From an optimization exercise on the open Yosys and OpenROAD flow, aimed at small area; shortcuts taken in it are not production practice. In this exercise RTL edits were held to simulation tests only and were not proved equivalent to the original. Power and IR drop assume default switching activity.

==> inputs of garnet <==
==> flow/design.v (excerpt) <==
module top
#(
    parameter ADDR_WIDTH    = 5,
    parameter DATA_WIDTH    = 32
)
(
    input  logic                  clk,
    input  logic                  rst_n,
    input  logic [1:0]            op_i,
    input  logic [ADDR_WIDTH-1:0] raddr_a_i,
    output logic [DATA_WIDTH-1:0] rdata_a_o,
    input  logic [ADDR_WIDTH-1:0] raddr_b_i,
    output logic [DATA_WIDTH-1:0] rdata_b_o,
    input  logic [ADDR_WIDTH-1:0] waddr_c_i,
    input  logic [DATA_WIDTH-1:0] wdata_c_i,
    input  logic                  we_c_i,
    output logic [DATA_WIDTH-1:0] data_c_o,
    output logic                  c_o
);
Settings: LEC_CHECK=0, CAP_MARGIN=0, CORE_MARGIN=2, CORE_UTILIZATION=40, GPL_TIMING_DRIVEN=0, SETUP_SLACK_MARGIN=0.15, SLEW_MARGIN=0, SYNTH_HIERARCHICAL=1; clock period 9.0 ns.
standard.sh (not shown) runs the stock make flow with config.mk's settings and CLKGATE_MAP_FILE= SYNTH_SCRIPT=/design/flow/synth_recipe.tcl, a recipe that flattens the netlist after the stock synthesis.
==> flow/flow/run.sh <==
#!/bin/bash
# The standard layout (the standard.sh, with its synthesis unchanged), with:
#  - plain buf_1 cells as the input/output port buffers,
#  - a clock tree of clkbuf_8 cells in sink clusters of up to 18, without dummy loads.
# make's full output goes to flow_make.log in this folder.
set -euo pipefail
bash standard.sh \
  "BUFFER_PORTS_ARGS=-buffer_cell sky130_fd_sc_hd__buf_1" \
  "CTS_ARGS=-sink_clustering_enable -repair_clock_nets -buf_list sky130_fd_sc_hd__clkbuf_8 -sink_clustering_size 18 -sink_clustering_max_diameter 55 -dont_use_dummy_load" \
  finish > flow_make.log 2>&1
==> pepper: changes against garnet <==
==> flow/flow/run.sh (replaced) <==
#!/bin/bash
# The standard layout (the standard.sh, with its synthesis unchanged), with:
#  - plain buf_1 cells as the input/output port buffers,
#  - a clock tree of clkbuf_8 cells in sink clusters of up to 18, without dummy loads,
#  - after global routing, flow/dz.tcl swaps gates repair or synthesis upsized for smaller sizes
#    where timing, slew and capacitance allow (its output is in the global route log).
# make's full output goes to flow_make.log in this folder.
set -euo pipefail
bash standard.sh \
  "BUFFER_PORTS_ARGS=-buffer_cell sky130_fd_sc_hd__buf_1" \
  "CTS_ARGS=-sink_clustering_enable -repair_clock_nets -buf_list sky130_fd_sc_hd__clkbuf_8 -sink_clustering_size 18 -sink_clustering_max_diameter 55 -dont_use_dummy_load" \
  "POST_GLOBAL_ROUTE_TCL=$PWD/flow/dz.tcl" \
  finish > flow_make.log 2>&1
==> flow/flow/dz.tcl (new file) <==
# Sourced at the end of ORFS's global route step (POST_GLOBAL_ROUTE_TCL), on the
# repaired design with global-route parasitics. Synthesis and repair leave many
# gates and buffers larger than their paths need. Try each such instance (not
# flip-flops, not the clock tree, not port buffers) at the smaller sizes of its
# cell, smallest first, and keep the first that leaves: the worst setup slack and
# the total negative slack no worse, no max-slew or max-capacitance violation, the
# worst slew slack at least 0.3 ns (or no worse than before), and setup slack at
# the instance's output of at least 0.3 ns.
proc dz_state {} {
  estimate_parasitics -global_routing
  return [list [sta::worst_slack_cmd max] [sta::total_negative_slack_cmd max] \
            [sta::max_slew_violation_count] [sta::max_capacitance_violation_count] \
            [sta::max_slew_check_slack]]
}

global_route -start_incremental
set base [dz_state]
puts "dz start: $base"
set ws0 [lindex $base 0]
set tns0 [lindex $base 1]
set slew_floor [expr {min(0.3, [lindex $base 4])}]
set changed 0
set tried 0
set area_saved 0.0
foreach inst [get_cells *] {
  set m [get_property $inst ref_name]
  if {![regexp {^(sky130_fd_sc_hd__([a-z0-9]+))_([0-9]+)$} $m -> fam short size]} { continue }
  if {[regexp {^(df|edf|sdf|dl|clk|conb|tap|fill|decap|diode)} $short]} { continue }
  set name [get_property $inst full_name]
  if {[regexp {^(input|output)[0-9]+$} $name]} { continue }
  set opins [get_pins -of_objects $inst -filter "direction == output"]
  if {[llength $opins] != 1} { continue }
  set cur_area [get_property [get_lib_cells $m] area]
  set cands {}
  foreach lc [get_lib_cells ${fam}_*] {
    set ln [get_property $lc name]
    if {![regexp "^${fam}_(\[0-9\]+)\$" $ln]} { continue }
    set a [get_property $lc area]
    if {$a < $cur_area - 1e-6} { lappend cands [list $a $ln] }
  }
  if {[llength $cands] == 0} { continue }
  incr tried
  foreach c [lsort -real -index 0 $cands] {
    set cand [lindex $c 1]
    if {[catch {replace_cell $inst $cand}]} { continue }
    set s [dz_state]
    set ps [get_property $opins slack_max]
    if {[lindex $s 0] >= $ws0 - 1e-13 && [lindex $s 1] >= $tns0 - 1e-13
        && [lindex $s 2] == 0 && [lindex $s 3] == 0 && [lindex $s 4] >= $slew_floor
        && $ps >= 0.3} {
      incr changed
      set area_saved [expr {$area_saved + $cur_area - [lindex $c 0]}]
      puts "dz: $name $m -> $cand"
      break
    }
    replace_cell $inst $m
  }
}
set s [dz_state]
puts "dz end: $s; changed $changed of $tried, area saved $area_saved"
detailed_placement
global_route -end_incremental
estimate_parasitics -global_routing
==> sierra: changes against garnet <==
==> flow/flow/run.sh (replaced) <==
#!/bin/bash
# The standard layout (the standard.sh, with its synthesis unchanged), with:
#  - plain buf_1 cells as the input/output port buffers,
#  - a clock tree of clkbuf_8 cells in sink clusters of up to 18, without dummy loads,
#  - after global routing, flow/dz.tcl swaps large repair buffers for smaller ones
#    where timing, slew and capacitance allow (its output is in the global route log).
# make's full output goes to flow_make.log in this folder.
set -euo pipefail
bash standard.sh \
  "BUFFER_PORTS_ARGS=-buffer_cell sky130_fd_sc_hd__buf_1" \
  "CTS_ARGS=-sink_clustering_enable -repair_clock_nets -buf_list sky130_fd_sc_hd__clkbuf_8 -sink_clustering_size 18 -sink_clustering_max_diameter 55 -dont_use_dummy_load" \
  "POST_GLOBAL_ROUTE_TCL=$PWD/flow/dz.tcl" \
  finish > flow_make.log 2>&1
==> flow/flow/dz.tcl (new file) <==
# Sourced at the end of ORFS's global route step (POST_GLOBAL_ROUTE_TCL), on the
# repaired design with global-route parasitics. Repair leaves large buffers
# (buf_12 / buf_16) on many non-critical high-fanout nets; swap each for the
# smallest of buf_2 .. buf_8 that keeps: the worst setup slack and the total
# negative slack no worse, no max-slew or max-capacitance violation, the worst
# slew slack at least 0.3 ns (or no worse than before), and setup slack at the
# buffer's output of at least 0.3 ns.
proc dz_state {} {
  estimate_parasitics -global_routing
  return [list [sta::worst_slack_cmd max] [sta::total_negative_slack_cmd max] \
            [sta::max_slew_violation_count] [sta::max_capacitance_violation_count] \
            [sta::max_slew_check_slack]]
}

global_route -start_incremental
set base [dz_state]
puts "dz start: $base"
set ws0 [lindex $base 0]
set tns0 [lindex $base 1]
set slew_floor [expr {min(0.3e-9, [lindex $base 4])}]
set changed 0
set tried 0
foreach inst [get_cells *] {
  set m [get_property $inst ref_name]
  if {$m ne "sky130_fd_sc_hd__buf_16" && $m ne "sky130_fd_sc_hd__buf_12"} { continue }
  incr tried
  set name [get_property $inst full_name]
  foreach cand {sky130_fd_sc_hd__buf_2 sky130_fd_sc_hd__buf_4 sky130_fd_sc_hd__buf_6 sky130_fd_sc_hd__buf_8} {
    replace_cell $inst $cand
    set s [dz_state]
    set ps [get_property [get_pins $name/X] slack_max]
    if {[lindex $s 0] >= $ws0 - 1e-13 && [lindex $s 1] >= $tns0 - 1e-13
        && [lindex $s 2] == 0 && [lindex $s 3] == 0 && [lindex $s 4] >= $slew_floor
        && $ps >= 0.3} {
      incr changed
      puts "dz: $name $m -> $cand"
      break
    }
    replace_cell $inst $m
  }
}
set s [dz_state]
puts "dz end: $s; changed $changed of $tried"
detailed_placement
global_route -end_incremental
estimate_parasitics -global_routing
Settings changed: CAP_MARGIN 0 to 20, SLEW_MARGIN 0 to 20.
==> comparison <==
First-iteration DRC count, highest first: pepper, garnet, sierra.
sierra produced a clean layout. pepper finished but failed the layout checks on max-capacitance violations, max-slew violations. garnet ran to the end with no violations.
Of pepper and sierra, sierra has the higher clock-buffer cell count (gap 3).
In garnet the cell area is larger than in sierra, by about 1.4%.
In die area, garnet and sierra do not differ.
Against garnet, the global-route usage of sierra is higher by 0.23 points.
The highest cell count belongs to sierra, the lowest to garnet.
==> figures <==
item                                                                                                      pepper     garnet     sierra
Outcome                                                                                 finished with violations  no timing/DRC/antenna violations  no timing/DRC/antenna violations
Reasons for failing layout checks                                max-capacitance violations, max-slew violations          -          -
Fraction of power consumed by the clock network                                                            23.3%      23.2%      23.6%
ANT cells                                                                                                     20         19         15
Instance area after placement                                                                          47300 um2  47300 um2  48900 um2
Number of placed instances, taps included                                                                   5244       5244       5304
DR vias/cell                                                                                                7.82       7.87       7.79
CTS buffer count                                                                                              97         97        100
Hold Worst Slack                                                                                        0.467 ns   0.461 ns   0.468 ns
Fraction of standard cell area in multi-input logic                                                        44.6%      44.2%      44.5%
1st-pass router iterations                                                                                    13         14         13
Post-layout min period                                                                                   8.75 ns    8.76 ns    8.79 ns
Buffering stage count on the worst path with inverters included                                                3          3          4
Worst-case hold path end point                                                                          valid[5]   valid[5]  valid[20]
Switching part of the total                                                                                31.5%      31.6%      31.7%

afterwards: timing with drivers on the ports:
No port has a modelled driver above. Below, the same layouts with a new extraction and two added sets of constraints. Step 1 assumes that a clkbuf_16 drives the clock port and a buf_2 every other input. Step 2 moves the port delays by t, midway between the first and last clock arrival at a register: inputs arrive t later, outputs are due t later. That takes back most of the time a late clock gives input paths. Three values: no drivers, after step 1, after step 2; two values: the first two.
| run | shift t [ns] | setup slack, ns | hold WS [ns] |
|---|---|---|---|
| garnet | 0.825 | 0.236 / 0.135 / 0.135 | 0.461 / 0.461 / 0.461 |
| pepper | 0.833 | 0.254 / 0.147 / 0.147 | 0.467 / 0.467 / 0.467 |
| sierra | 0.857 | 0.215 / 0.107 / 0.107 | 0.468 / 0.468 / 0.468 |
For sierra, which loses most, drivers alone change the setup slack by -0.108 ns; drivers and shift together by -0.108 ns.
